Context: an optimization exercise on an open-source flow, tuned for small area and a short achievable clock period. The choices shown serve that exercise and are no tape-out recipe.
At most, simulation tests tie the RTL to the original design; equivalence was not proved.
The RTL of run 1 was laid out without a check of its function.
Power and IR drop assume default switching activity.

File: design/flow/config.mk
export PLATFORM = sky130hd
export DESIGN_NAME = Top_module
export DESIGN_NICKNAME = Top_module
export VERILOG_FILES = /design/flow/design.v
export SDC_FILE = /design/flow/constraint.sdc
export NUM_CORES = 4
export LEC_CHECK = 0
export CAP_MARGIN = 20
export CORE_MARGIN = 2
export CORE_UTILIZATION = 40
export SLEW_MARGIN = 20
export SYNTH_HIERARCHICAL = 1
File: design/flow/constraint.sdc
create_clock -name core_clock -period 10.0 [get_ports {Clock}]
set_input_delay 2.0000 -clock core_clock [delete_from_list [all_inputs] [get_ports {Clock}]]
set_output_delay 2.0000 -clock core_clock [all_outputs]
set_load 0.01 [all_outputs]
File: design/flow/design.v
module Top_module(
    First_Num,
    Second_Num,
    Target_Num,
    Clock,
    Reset,
    Result
    );
	input [31:0] First_Num;
	input [31:0] Second_Num;
	input [31:0] Target_Num;
	input Clock, Reset;
	output reg [1:0] Result;
	wire [31:0] m1 = ~(First_Num ^ Target_Num);  
	wire [31:0] x2 = Second_Num ^ Target_Num;     
	wire hit1 = &m1;
	wire hit2 = ~|x2;
	reg st_0_0;
	reg st_0_1;
	reg st_1_0;
	reg st_1_1;
	reg st_2_0;
	reg st_2_1;
	reg st_3_0;
	reg st_3_1;
	reg st_4_0;
	reg st_4_1;
	reg st_5_0;
	reg st_5_1;
	reg st_6_0;
	reg st_6_1;
	reg st_7_0;
	reg st_8_0;
	reg st_9_0;
	wire n1, n2;
	csa_fa u_n1 (.a(st_0_0), .b(st_0_1), .c(m1[0]), .s(n1), .co(n2));
	wire n3, n4;
	csa_fa u_n3 (.a(m1[10]), .b(m1[11]), .c(m1[12]), .s(n3), .co(n4));
	wire n5, n6;
	csa_fa u_n5 (.a(m1[13]), .b(m1[14]), .c(m1[15]), .s(n5), .co(n6));
	wire n7, n8;
	csa_fa u_n7 (.a(m1[16]), .b(m1[17]), .c(m1[18]), .s(n7), .co(n8));
	wire n9, n10;
	csa_fa u_n9 (.a(m1[19]), .b(m1[1]), .c(m1[20]), .s(n9), .co(n10));
	wire n11, n12;
	csa_fa u_n11 (.a(m1[21]), .b(m1[22]), .c(m1[23]), .s(n11), .co(n12));
	wire n13, n14;
	csa_fa u_n13 (.a(m1[24]), .b(m1[25]), .c(m1[26]), .s(n13), .co(n14));
	wire n15, n16;
	csa_fa u_n15 (.a(m1[27]), .b(m1[28]), .c(m1[29]), .s(n15), .co(n16));
	wire n17, n18;
	csa_fa u_n17 (.a(m1[2]), .b(m1[30]), .c(m1[31]), .s(n17), .co(n18));
	wire n19, n20;
	csa_fa u_n19 (.a(m1[3]), .b(m1[4]), .c(m1[5]), .s(n19), .co(n20));
	wire n21, n22;
	csa_fa u_n21 (.a(m1[6]), .b(m1[7]), .c(m1[8]), .s(n21), .co(n22));
	wire n23, n24;
	csa_fa u_n23 (.a(m1[9]), .b(x2[0]), .c(x2[10]), .s(n23), .co(n24));
	wire n25, n26;
	csa_fa u_n25 (.a(x2[11]), .b(x2[12]), .c(x2[13]), .s(n25), .co(n26));
	wire n27, n28;
	csa_fa u_n27 (.a(x2[14]), .b(x2[15]), .c(x2[16]), .s(n27), .co(n28));
	wire n29, n30;
	csa_fa u_n29 (.a(x2[17]), .b(x2[18]), .c(x2[19]), .s(n29), .co(n30));
	wire n31, n32;
	csa_fa u_n31 (.a(x2[1]), .b(x2[20]), .c(x2[21]), .s(n31), .co(n32));
	wire n33, n34;
	csa_fa u_n33 (.a(x2[22]), .b(x2[23]), .c(x2[24]), .s(n33), .co(n34));
	wire n35, n36;
	csa_fa u_n35 (.a(x2[25]), .b(x2[26]), .c(x2[27]), .s(n35), .co(n36));
	wire n37, n38;
	csa_fa u_n37 (.a(x2[28]), .b(x2[29]), .c(x2[2]), .s(n37), .co(n38));
	wire n39, n40;
	csa_fa u_n39 (.a(x2[30]), .b(x2[31]), .c(x2[3]), .s(n39), .co(n40));
	wire n41, n42;
	csa_fa u_n41 (.a(x2[4]), .b(x2[5]), .c(x2[6]), .s(n41), .co(n42));
	wire n43, n44;
	csa_fa u_n43 (.a(x2[7]), .b(x2[8]), .c(x2[9]), .s(n43), .co(n44));
	wire n45, n46;
	csa_fa u_n45 (.a(n1), .b(n11), .c(n13), .s(n45), .co(n46));
	wire n47, n48;
	csa_fa u_n47 (.a(n15), .b(n17), .c(n19), .s(n47), .co(n48));
	wire n49, n50;
	csa_fa u_n49 (.a(n21), .b(n23), .c(n25), .s(n49), .co(n50));
	wire n51, n52;
	csa_fa u_n51 (.a(n27), .b(n29), .c(n3), .s(n51), .co(n52));
	wire n53, n54;
	csa_fa u_n53 (.a(n31), .b(n33), .c(n35), .s(n53), .co(n54));
	wire n55, n56;
	csa_fa u_n55 (.a(n37), .b(n39), .c(n41), .s(n55), .co(n56));
	wire n57, n58;
	csa_fa u_n57 (.a(n43), .b(n5), .c(n7), .s(n57), .co(n58));
	wire n59, n60;
	csa_fa u_n59 (.a(n9), .b(n45), .c(n47), .s(n59), .co(n60));
	wire n61, n62;
	csa_fa u_n61 (.a(n49), .b(n51), .c(n53), .s(n61), .co(n62));
	wire n63, n64;
	csa_fa u_n63 (.a(n55), .b(n57), .c(n59), .s(n63), .co(n64));
	wire n65, n66;
	csa_fa u_n65 (.a(st_1_0), .b(st_1_1), .c(n10), .s(n65), .co(n66));
	wire n67, n68;
	csa_fa u_n67 (.a(n12), .b(n14), .c(n16), .s(n67), .co(n68));
	wire n69, n70;
	csa_fa u_n69 (.a(n18), .b(n2), .c(n20), .s(n69), .co(n70));
	wire n71, n72;
	csa_fa u_n71 (.a(n22), .b(n24), .c(n26), .s(n71), .co(n72));
	wire n73, n74;
	csa_fa u_n73 (.a(n28), .b(n30), .c(n32), .s(n73), .co(n74));
	wire n75, n76;
	csa_fa u_n75 (.a(n34), .b(n36), .c(n38), .s(n75), .co(n76));
	wire n77, n78;
	csa_fa u_n77 (.a(n4), .b(n40), .c(n42), .s(n77), .co(n78));
	wire n79, n80;
	csa_fa u_n79 (.a(n44), .b(n6), .c(n8), .s(n79), .co(n80));
	wire n81, n82;
	csa_fa u_n81 (.a(n46), .b(n48), .c(n50), .s(n81), .co(n82));
	wire n83, n84;
	csa_fa u_n83 (.a(n52), .b(n54), .c(n56), .s(n83), .co(n84));
	wire n85, n86;
	csa_fa u_n85 (.a(n58), .b(n65), .c(n67), .s(n85), .co(n86));
	wire n87, n88;
	csa_fa u_n87 (.a(n69), .b(n71), .c(n73), .s(n87), .co(n88));
	wire n89, n90;
	csa_fa u_n89 (.a(n75), .b(n77), .c(n79), .s(n89), .co(n90));
	wire n91, n92;
	csa_fa u_n91 (.a(n60), .b(n62), .c(n81), .s(n91), .co(n92));
	wire n93, n94;
	csa_fa u_n93 (.a(n83), .b(n85), .c(n87), .s(n93), .co(n94));
	wire n95, n96;
	csa_fa u_n95 (.a(n89), .b(n64), .c(n91), .s(n95), .co(n96));
	wire n97, n98;
	csa_fa u_n97 (.a(st_2_0), .b(st_2_1), .c(n66), .s(n97), .co(n98));
	wire n99, n100;
	csa_fa u_n99 (.a(n68), .b(n70), .c(n72), .s(n99), .co(n100));
	wire n101, n102;
	csa_fa u_n101 (.a(n74), .b(n76), .c(n78), .s(n101), .co(n102));
	wire n103, n104;
	csa_fa u_n103 (.a(n80), .b(n101), .c(n82), .s(n103), .co(n104));
	wire n105, n106;
	csa_fa u_n105 (.a(n84), .b(n86), .c(n88), .s(n105), .co(n106));
	wire n107, n108;
	csa_fa u_n107 (.a(n90), .b(n97), .c(n99), .s(n107), .co(n108));
	wire n109, n110;
	csa_fa u_n109 (.a(n103), .b(n105), .c(n107), .s(n109), .co(n110));
	wire n111, n112;
	csa_fa u_n111 (.a(n92), .b(n94), .c(n109), .s(n111), .co(n112));
	wire n113, n114;
	csa_fa u_n113 (.a(st_3_0), .b(st_3_1), .c(n100), .s(n113), .co(n114));
	wire n115, n116;
	csa_fa u_n115 (.a(n102), .b(n98), .c(n104), .s(n115), .co(n116));
	wire n117, n118;
	csa_fa u_n117 (.a(n106), .b(n108), .c(n113), .s(n117), .co(n118));
	wire n119, n120;
	csa_fa u_n119 (.a(n110), .b(n115), .c(n117), .s(n119), .co(n120));
	wire n121, n122;
	csa_fa u_n121 (.a(st_4_0), .b(st_4_1), .c(n114), .s(n121), .co(n122));
	wire n123, n124;
	csa_fa u_n123 (.a(n116), .b(n118), .c(n121), .s(n123), .co(n124));
	wire n125, n126;
	csa_fa u_n125 (.a(st_5_0), .b(st_5_1), .c(n122), .s(n125), .co(n126));
	wire n127 = st_6_0 ^ st_6_1;
	wire n128 = st_6_0 & st_6_1;
	wire n129 = st_7_0 ^ n128;
	wire n130 = st_7_0 & n128;
	wire n131 = st_8_0 ^ n130;
	wire n132 = st_8_0 & n130;
	wire n133 = st_9_0 ^ n132;
	wire [9:0] tot = {st_9_0, st_8_0, st_7_0, st_6_0, st_5_0, st_4_0, st_3_0, st_2_0, st_1_0, st_0_0} + {1'b0, 1'b0, 1'b0, st_6_1, st_5_1, st_4_1, st_3_1, st_2_1, st_1_1, st_0_1};
	wire d_neg  = tot[9];
	wire d_zero = ~|tot;
	reg [3:0] cnt;
	always @(posedge Clock or posedge Reset) begin
		if (Reset) begin
			st_0_0 <= 1'b0;
			st_0_1 <= 1'b0;
			st_1_0 <= 1'b0;
			st_1_1 <= 1'b0;
			st_2_0 <= 1'b0;
			st_2_1 <= 1'b0;
			st_3_0 <= 1'b0;
			st_3_1 <= 1'b0;
			st_4_0 <= 1'b0;
			st_4_1 <= 1'b0;
			st_5_0 <= 1'b1;
			st_5_1 <= 1'b0;
			st_6_0 <= 1'b1;
			st_6_1 <= 1'b0;
			st_7_0 <= 1'b1;
			st_8_0 <= 1'b0;
			st_9_0 <= 1'b1;
		end else begin
			st_0_0 <= n61;
			st_0_1 <= n63;
			st_1_0 <= n93;
			st_1_1 <= n95;
			st_2_0 <= n111;
			st_2_1 <= n96;
			st_3_0 <= n112;
			st_3_1 <= n119;
			st_4_0 <= n120;
			st_4_1 <= n123;
			st_5_0 <= n124;
			st_5_1 <= n125;
			st_6_0 <= n126;
			st_6_1 <= n127;
			st_7_0 <= n129;
			st_8_0 <= n131;
			st_9_0 <= n133;
		end
	end
	always @(posedge Clock or posedge Reset) begin
		if (Reset) begin
			Result <= 2'b00;
			cnt <= 4'd0;
		end else begin
			cnt <= cnt + 4'd1;
			if (Result == 2'b00) begin
				if (hit1 | hit2)
					Result <= {hit2, hit1};
				else if (cnt[3] & cnt[0])  
					Result <= {d_neg | d_zero, ~d_neg};
			end
		end
	end
endmodule
module csa_fa(a, b, c, s, co);
	input a, b, c;
	output s, co;
	assign s = a ^ b ^ c;
	assign co = (a & b) | (a & c) | (b & c);
endmodule
File: design/flow/flow/run.sh
#!/bin/bash
# Standard ORFS layout (the standard.sh), except that the port buffers
# are the platform's smallest plain buffer instead of the delay buffer
# buffer_ports picks by default. Every port still gets its own buffer.
set -euo pipefail
bash standard.sh "BUFFER_PORTS_ARGS=-buffer_cell sky130_fd_sc_hd__buf_1" finish > standard_make.log 2>&1
File: design/flow/standard.sh
#!/bin/bash
# synth_recipe.tcl (not shown) runs the flow's synth.tcl, then flattens the netlist and writes it again
# the make line also repeats each setting of config.mk as NAME=value (left out here)
make -C /OpenROAD-flow-scripts/flow DESIGN_CONFIG=/design/flow/config.mk WORK_HOME=/design/flow/orfs CLKGATE_MAP_FILE= SYNTH_SCRIPT=/design/flow/synth_recipe.tcl "${@:-finish}"
==> implementation parameters, run 1 <==
Parameter                              Value

Clock tree
  Clock slew at the register clock pins of the worst setup and hold paths    about 0.08 ns
  Post-CTS setup-driven buffer insertion count    0
  Maximum count of clock buffers along a single path    2
  H-tree levels    1
  Clock buffer count from CTS    3
  Number of cells upsized or downsized after cts    0
  Sink Count    23
  CTS tree    yes
  Root Buffer    clkbuf_8
  Clock latency on the worst-skew pair    0.26 ns
  Number of buffers inserted by hold repair at cts    0

Synthesis
  Number of flops mapped to enable cells by yosys    0
  Most common library cells after synthesis    fa_1, xor2_1, xnor2_1
  Post-synthesis sequential element count    23
  Yosys cell types    30
  Top flip-flop cell by instance count after synthesis    dfrtp_1
  Post-synthesis compound-gate area fraction    about 2.8%
  Number of nets produced by synthesis    411
  Most area-hungry cell type in the Yosys netlist    fa_1
  Cell Area, Synth    roughly 0.003 mm^2
  Area share of xor/xnor cells in the synthesized design    about a fifth
  Mean Syn Cell Area    ~13 um^2
  Share of synthesized area spent on multiplexers    1.11%
  Main combinational cell family by area after synthesis    adder cells
  Fraction of registers with async set/reset    100%
  Share of the yosys chip area belonging to registers    19.1%
  Synth Area in Simple Gates    about 8.9%
  Ys Warns    7
  Number of cells produced by synthesis    approximately 240
  Top-area cell type share of the netlist area    42.2%
  Largest cells by area after synthesis    fa_1, dfrtp_1, xor2_1
  Post-Synth Adder-Cell Area    between 40 and 50%
  Leading cell type by number of instances after synthesis    fa_1

Die
  Num rows    31
  Initial Util    41.7%
  Die ar.    0.00831 mm^2
  I/O Pins    100
  Standard cell core area    0.00729 mm^2
  Die Y-Extent    around 91 um
  Die width    91.2 um

Cells and area
  Fraction of layout cells with a size suffix above 1    4.09%
  Area of the multi-input gates    0.00243 mm^2
  Number of inserted filler cells in the final layout    just under 700
  End-of-flow core utilization    around half
  Final Net Count    515
  Antenna Cells    0
  Sequential Area    581 um^2
  Post-route non-filler standard cell count    441
  Area growth from synthesis to layout    17.8%

Critical path
  Worst Path Required    10.14 ns
  Critical Setup Path Class    in -> reg
  Top fanout value on the critical path    2
  Origin of the critical flop-to-flop path    st_0_0
  Sort of element at the start of the critical path    input port
  Flop-to-flop setup slack    6.58 ns
  CP endpoint kind    flip-flop
  Signal arrival time at the worst endpoint    5.33 ns
  Start point of the critical path    Target_Num[16]

Routing
  Vias    2139
  Pre-antenna DRT Iters    4
  Vias per std cell    4.85
  Residual antenna-violating net count after detailed routing    0
  Starting DRT DRC Count    69
  Routed wire per std cell    15.5 um
  Detailed-route wire length    6830 um
  DRC violation count after routing    0

Worst hold path
  Type of the worst min-delay path    reg -> reg
  Startpoint of the most critical hold path    cnt[2]

Timing
  Shortest clock period the worst path allows after layout    just over 5 ns
  Final Hold Slack    0.472 ns
  Clock Skew    0.00182 ns
  Final-report setup violation count    0
  Final max-slew violation count    0
  Worst slew margin relative to its limit    44.4%
  RSZ-0062 raised after global routing    false
  Transition at the pin with the smallest max-transition slack    0.833 ns
  Number of endpoints with negative hold slack in the final report    0
  Highest Clock Rate    just under 200 MHz
  Post-route clock period utilization    51.9%
  Setup tns final    0 ns

Job
  Max_cap viols    0

Pwr
  Power density cells    between 300 and 400 mW/mm^2
  LEAKAGE    0.00133 uW
  IR drop worst, VDD    0.000197 V

Place
  PortBufs    99
  Count of placed standard cells including taps    437
  Final weighted congestion in routability-driven placement    0.812
  HPWL after detailed placement    6270 um

Global routing
  Global-route wire length before repair    12000 um
  Vias in the first global route    2524
  Total global routing overflow    0
  Largest net degree at the start of global routing    24
  All-layer global routing usage    18.4%
  Number of antenna violations at the first check in global routing    0

Run status
  Status    complete, no violations
## modules after synthesis, one instance, submodules excluded
module | times used | flops+latches
csa_fa | 63 | 0
Top_module | 1 | 23
## stage by stage
step | setup slack [ns] | area, um^2 | power (uW)
after floorplan | 4.84 | 3040 | 877
after global placement | 4.55 | 3530 | 1110
after detailed placement | 4.51 | 3530 | 1120
after CTS | 4.80 | 3580 | 1200
after global routing | 4.67 | 3580 | 1380
final | 4.81 | 3580 | 1170
## per-layer routing
layer	global-route usage (%)	part of all wire, %	vias to the layer above
met3	3.49	6.3	6
met2	32.5	51	65
met5	0	0	-
li1	-	-	1000
met1	24.4	42	1068
met4	2.40	0.86	0
## registers in the layout, indices dropped and copies added (netlist names)
signal  flops
st_4_1      1
st_1_1      1
st_6_1      1
cnt         4
st_1_0      1
st_0_1      1
st_2_0      1
st_7_0      1
st_6_0      1
st_8_0      1
st_5_0      1
st_3_0      1
st_0_0      1
st_2_1      1
st_3_1      1
Result      2
st_4_0      1
st_5_1      1
st_9_0      1
## kinds of logic after synthesis
kind of cell | count (synthesis)
compound gates | 12
xor+xnor | 73
fa+ha+maj | 74
buf+inv | 6
flops | 23
mux | 2
simple gates | 49
## final timing paths
path	to	cells after the start
worst max-delay path	st_2_0	8
max in group asynchronous	st_3_1	2
min in group asynchronous	st_8_0	2
worst max register to register	st_2_0	6
worst min register to register	cnt[2]	1
worst min-delay path	cnt[2]	1
## where the power goes
group,total (uW),switching (uW),internal (uW)
clock,56.2,28.4,27.8
combinational,913,469,444
sequential,197,31.0,166
total,1170,528,638
## area by class of cell
cell class              instances  share of cell area [%]
multi-input cells             210                    68.0
flip-flops and latches         23                    16.2
repair buffers                 99                    10.4
well taps                      99                    3.46
clock buffers                   3                    1.15
inverters                       6                   0.629
clock inverters                 1                   0.140
## worst max-delay path, cell delays in order
cell	delay, ns
buf_1	0.13
xor2_1	0.27
fa_1	0.50
fa_1	0.47
fa_1	0.49
fa_1	0.52
fa_1	0.54
fa_1	0.41
## cells in the final DEF (no fill, tap or decap)
cell type	synthesis	final
buf_1	0	99
fa_1	64	64
xor2_1	37	37
xnor2_1	36	36
dfrtp_1	19	19
nor2_1	12	12
nand4_1	11	11
ha_1	10	10
nor4_1	8	8
inv_1	6	6
nand3_1	5	5
nand2_1	4	4
dfstp_2	4	4
a21oi_1	3	3
nand2b_1	3	3
clkbuf_8	0	3
o21ai_0	2	2
a21o_1	1	1
o21ai_1	1	1
and2_1	1	1
o311ai_0	1	1
a311o_1	1	1
or2_1	1	1
nor2b_1	1	1
mux4_2	1	1
nor3b_2	1	1
or2_2	1	1
o22ai_1	1	1
mux2_2	1	1
or4_4	1	1
a31oi_1	1	1
a221oi_2	1	1
clkinv_2	0	1
==> run 2: changes to the inputs <==
--- a/design/flow/design.v
+++ b/design/flow/design.v
@@ -32,4 +32,7 @@
 	reg st_7_0;
+	reg st_7_1;
 	reg st_8_0;
+	reg st_8_1;
 	reg st_9_0;
+	reg st_9_1;
 	wire n1, n2;
@@ -162,8 +165,8 @@
 	wire n128 = st_6_0 & st_6_1;
-	wire n129 = st_7_0 ^ n128;
-	wire n130 = st_7_0 & n128;
-	wire n131 = st_8_0 ^ n130;
-	wire n132 = st_8_0 & n130;
-	wire n133 = st_9_0 ^ n132;
-	wire [9:0] tot = {st_9_0, st_8_0, st_7_0, st_6_0, st_5_0, st_4_0, st_3_0, st_2_0, st_1_0, st_0_0} + {1'b0, 1'b0, 1'b0, st_6_1, st_5_1, st_4_1, st_3_1, st_2_1, st_1_1, st_0_1};
+	wire n129 = st_7_0 ^ st_7_1;
+	wire n130 = st_7_0 & st_7_1;
+	wire n131 = st_8_0 ^ st_8_1;
+	wire n132 = st_8_0 & st_8_1;
+	wire n133 = st_9_0 ^ st_9_1;
+	wire [9:0] tot = {st_9_0, st_8_0, st_7_0, st_6_0, st_5_0, st_4_0, st_3_0, st_2_0, st_1_0, st_0_0} + {st_9_1, st_8_1, st_7_1, st_6_1, st_5_1, st_4_1, st_3_1, st_2_1, st_1_1, st_0_1};
 	wire d_neg  = tot[9];
@@ -188,4 +191,7 @@
 			st_7_0 <= 1'b1;
+			st_7_1 <= 1'b0;
 			st_8_0 <= 1'b0;
+			st_8_1 <= 1'b0;
 			st_9_0 <= 1'b1;
+			st_9_1 <= 1'b0;
 		end else begin
@@ -205,5 +211,8 @@
 			st_6_1 <= n127;
-			st_7_0 <= n129;
-			st_8_0 <= n131;
-			st_9_0 <= n133;
+			st_7_0 <= n128;
+			st_7_1 <= n129;
+			st_8_0 <= n130;
+			st_8_1 <= n131;
+			st_9_0 <= n132;
+			st_9_1 <= n133;
 		end
==> run 2 against run 1 <==
Still clean on timing, DRC and antenna. Global-route usage down 1.7 points. Register-to-register slack about the same. Maximum frequency down 0.52%. Critical path depth unchanged. Combinational power down 1%. Critical path type unchanged. Largest cell class unchanged.
==> implementation parameters, run 2 <==
Parameter                              Value

Synthesis
  Share of the yosys chip area belonging to registers    21.0% (+1.9 points)
  Mean Syn Cell Area    12.8 um^2 (+0.57%)
  Fraction of registers with async set/reset    100% (unchanged)
  Top flip-flop cell by instance count after synthesis    dfrtp_1
  Main combinational cell family by area after synthesis    adder cells
  Ys Warns    7 (unchanged)
  Number of nets produced by synthesis    416 (+1.2%)
  Yosys cell types    30 (unchanged)
  Number of cells produced by synthesis    244 (+2.1%)
  Largest cells by area after synthesis    fa_1, dfrtp_1, xnor2_1
  Most common library cells after synthesis    fa_1, xnor2_1, xor2_1
  Leading cell type by number of instances after synthesis    fa_1
  Post-synthesis sequential element count    26 (+13%)
  Synth Area in Simple Gates    7.98% (-0.96 points)
  Cell Area, Synth    0.00312 mm^2 (+2.7%)
  Share of synthesized area spent on multiplexers    0% (-1.1 points)
  Most area-hungry cell type in the Yosys netlist    fa_1
  Post-Synth Adder-Cell Area    45.1% (-1.2 points)
  Area share of xor/xnor cells in the synthesized design    19.7% (-1.4 points)
  Post-synthesis compound-gate area fraction    5.17% (+2.4 points)
  Number of flops mapped to enable cells by yosys    0 (unchanged)
  Top-area cell type share of the netlist area    41.1% (-1.1 points)

Critical path
  Signal arrival time at the worst endpoint    5.35 ns (+0.02 ns)
  Top fanout value on the critical path    2 (unchanged)
  Start point of the critical path    Target_Num[17]
  Sort of element at the start of the critical path    input port
  CP endpoint kind    flip-flop
  Worst Path Required    10.14 ns (about the same)
  Origin of the critical flop-to-flop path    st_0_0
  Critical Setup Path Class    in -> reg

Global routing
  Global-route wire length before repair    11000 um (-7.8%)
  Vias in the first global route    2328 (-7.8%)
  All-layer global routing usage    16.7% (-1.7 points)
  Total global routing overflow    0 (unchanged)
  Number of antenna violations at the first check in global routing    0 (unchanged)
  Largest net degree at the start of global routing    27 (+13%)

Place
  Cell area after placement    0.00362 mm^2 (+2.4%)
  Worst slack at placement    4.48 ns (-0.0281 ns)
  HPWL after detailed placement    6360 um (+1.4%)
  Final weighted congestion in routability-driven placement    0.917 (+13%)
  PortBufs    99 (unchanged)

Clock tree
  Number of buffers inserted by hold repair at cts    0 (unchanged)
  Clock slew at the register clock pins of the worst setup and hold paths    0.09 ns (about the same)
  Sink Count    26 (+13%)
  Root Buffer    clkbuf_8
  Post-CTS setup-driven buffer insertion count    0 (unchanged)
  Clock latency on the worst-skew pair    0.27 ns (about the same)
  H-tree levels    1 (unchanged)
  Maximum count of clock buffers along a single path    2 (unchanged)
  CTS tree    yes
  Number of cells upsized or downsized after cts    0 (unchanged)
  Clock buffer count from CTS    3 (unchanged)

Cells and area
  Registers with the most flip-flops    cnt: 4 flops, Result: 2 flops
  Antenna Cells    0 (unchanged)
  Area growth from synthesis to layout    17.8% (about the same)
  Register name with the most flops    cnt
  Non-Filler Cell Area, Final    0.00367 mm^2 (+2.7%)
  Fraction of layout cells with a size suffix above 1    2.88% (-1.2 points)
  Commonest non-fill, non-tap cell in the layout    buf_1
  Largest register FFs    4 (unchanged)
  Final Net Count    521 (+1.2%)
  Commonest non-fill, non-tap cells in the layout    buf_1, fa_1, xor2_1, xnor2_1, dfrtp_1
  Number of inserted filler cells in the final layout    727 (+5.7%)

Routing
  Vias per std cell    4.84 (-0.31%)
  Routed wire per std cell    15.1 um (-2.7%)
  DRC violation count after routing    0 (unchanged)
  Residual antenna-violating net count after detailed routing    0 (unchanged)
  Pre-antenna DRT Iters    4 (unchanged)
  Detailed-route wire length    6770 um (-0.92%)
  Vias    2171 (+1.5%)
  Starting DRT DRC Count    53 (-23%)

Die
  Die ar.    0.00852 mm^2 (+2.6%)
  Num rows    32 (+3.2%)
  I/O Pins    100 (unchanged)
  Die width    92.3 um (+1.3%)
  Die Y-Extent    92.3 um (+1.3%)
  Standard cell core area    0.00765 mm^2 (+4.9%)
  Initial Util    40.8% (-0.87 points)

Pwr
  IR drop worst, VDD    0.000178 V (-9.8%)
  LEAKAGE    0.00139 uW (+4.0%)
  Power density cells    319 mW/mm^2 (-2.1%)

Timing
  Final-report setup violation count    0 (unchanged)
  Post-route clock period utilization    52.1% (+0.27 points)
  Final setup margin    4.79 ns (-0.0269 ns)
  Number of endpoints with negative hold slack in the final report    0 (unchanged)
  Shortest clock period the worst path allows after layout    5.21 ns (+0.0269 ns)
  Highest Clock Rate    192 MHz (-0.52%)
  Transition at the pin with the smallest max-transition slack    0.482 ns (-0.351 ns)
  Clock Skew    0.00509 ns (+0.00326 ns)
  Setup tns final    0 ns (unchanged)
  RSZ-0062 raised after global routing    false
  Worst slew margin relative to its limit    67.9% (+23 points)
  Final max-slew violation count    0 (unchanged)

Worst hold path
  Startpoint of the most critical hold path    cnt[3]
  Type of the worst min-delay path    reg -> reg

Job
  Max_cap viols    0 (unchanged)

Run status
  Status    complete, no violations
-- run 2: cells by family (layout without fill, tap and decap cells) --
logic type	count (synthesis)	in the layout
AOI/OAI and AO/OA	24	24
xor gates and xnor gates	70	70
and+or+nand+nor	41	41
buffers and inverters	9	112
adders and majority gates	74	74
DFF	26	26
-- run 2: modules after synthesis (local to each module, per instance) --
module | copies in the design | cells | flops+latches | cell area, um^2
Top_module | 1 | 181 | 26 | 1860
csa_fa | 63 | 1 | 0 | 20.0
-- run 2: worst max-delay path, stage by stage --
cell	delay, ns
buf_1	0.15
xor2_1	0.35
fa_1	0.49
fa_1	0.43
fa_1	0.47
fa_1	0.47
fa_1	0.57
fa_1	0.42
-- run 2: final timing paths --
kind,to,slack [ns],cells past startpoint
worst max-delay path,st_3_1,4.79,8
worst min-delay path,cnt[3],0.47,1
worst max register to register,st_3_1,6.59,6
worst min register to register,cnt[3],0.47,1
max in group asynchronous,st_5_0,7.75,3
min in group asynchronous,cnt[3],1.70,2
-- run 2: report_power, final --
part,internal [uW],switching [uW],leakage (uW)
Combinational,431,473,0.00106
Clock,27.0,31.0,0.0000216
Sequential,182,28.1,0.000305
Total,640,532,0.00139
-- run 2: area by class of cell --
| type | count | area [um^2] | area share, % |
|---|---|---|---|
| timing repair buffer | 100 | 387 | 10.5 |
| sequential | 26 | 656 | 17.8 |
| clock buffer | 3 | 41.3 | 1.12 |
| inverter | 9 | 33.8 | 0.919 |
| tap | 102 | 128 | 3.47 |
| multi-input combinational | 209 | 2430 | 66.1 |
-- run 2: per-layer routing --
metal	vias up	track usage, %	part of all wire [%]	wire [um]
met3	6	2.93	5.0	337
met5	-	0	0	0
met4	0	3.61	1.2	80
li1	1040	-	-	-
met2	66	26.6	49	3290
met1	1059	24.2	45	3060
-- run 2: per-stage QoR --
stage | utilization (%) | hold slack [ns] | power [uW] | std cells
3_3_place_gp | 47.3 | 0.452 | 1100 | 445
3_5_place_dp | 47.3 | 0.463 | 1150 | 445
4_1_cts | 47.9 | 0.479 | 1210 | 448
5_1_grt | 48.1 | 0.494 | 1330 | 449
2_1_floorplan | - | 0.435 | 901 | 244
6_report | 48.1 | 0.470 | 1170 | 449

static timing again, ports no longer ideal:
No port has a modelled driver above. Below, the same layouts with a new extraction and two added sets of constraints.
Step 1 assumes that a clkbuf_16 drives the clock port and a buf_2 every other input.
Step 2, shift: input delay + t, output delay - t, t = (earliest + latest rising clock arrival at the registers) / 2. This alone moves slack from input paths to output paths.
a / b / c = ideal / step 1 / step 2; a / b = the first two.
run | t (ns) | slack for setup (ns) | latest minus earliest clock arrival (ns) | worst slew at a driven data input, ns
run 1 | 0.285 | 4.814 / 4.807 / 4.522 | 0.002 / 0.002 | 0.04
run 2 | 0.290 | 4.787 / 4.787 / 4.497 | 0.005 / 0.005 | 0.04
After both steps every run listed still meets setup and hold. For run 1, which loses most, drivers alone change the setup slack by -0.007 ns; drivers and shift together by -0.292 ns.
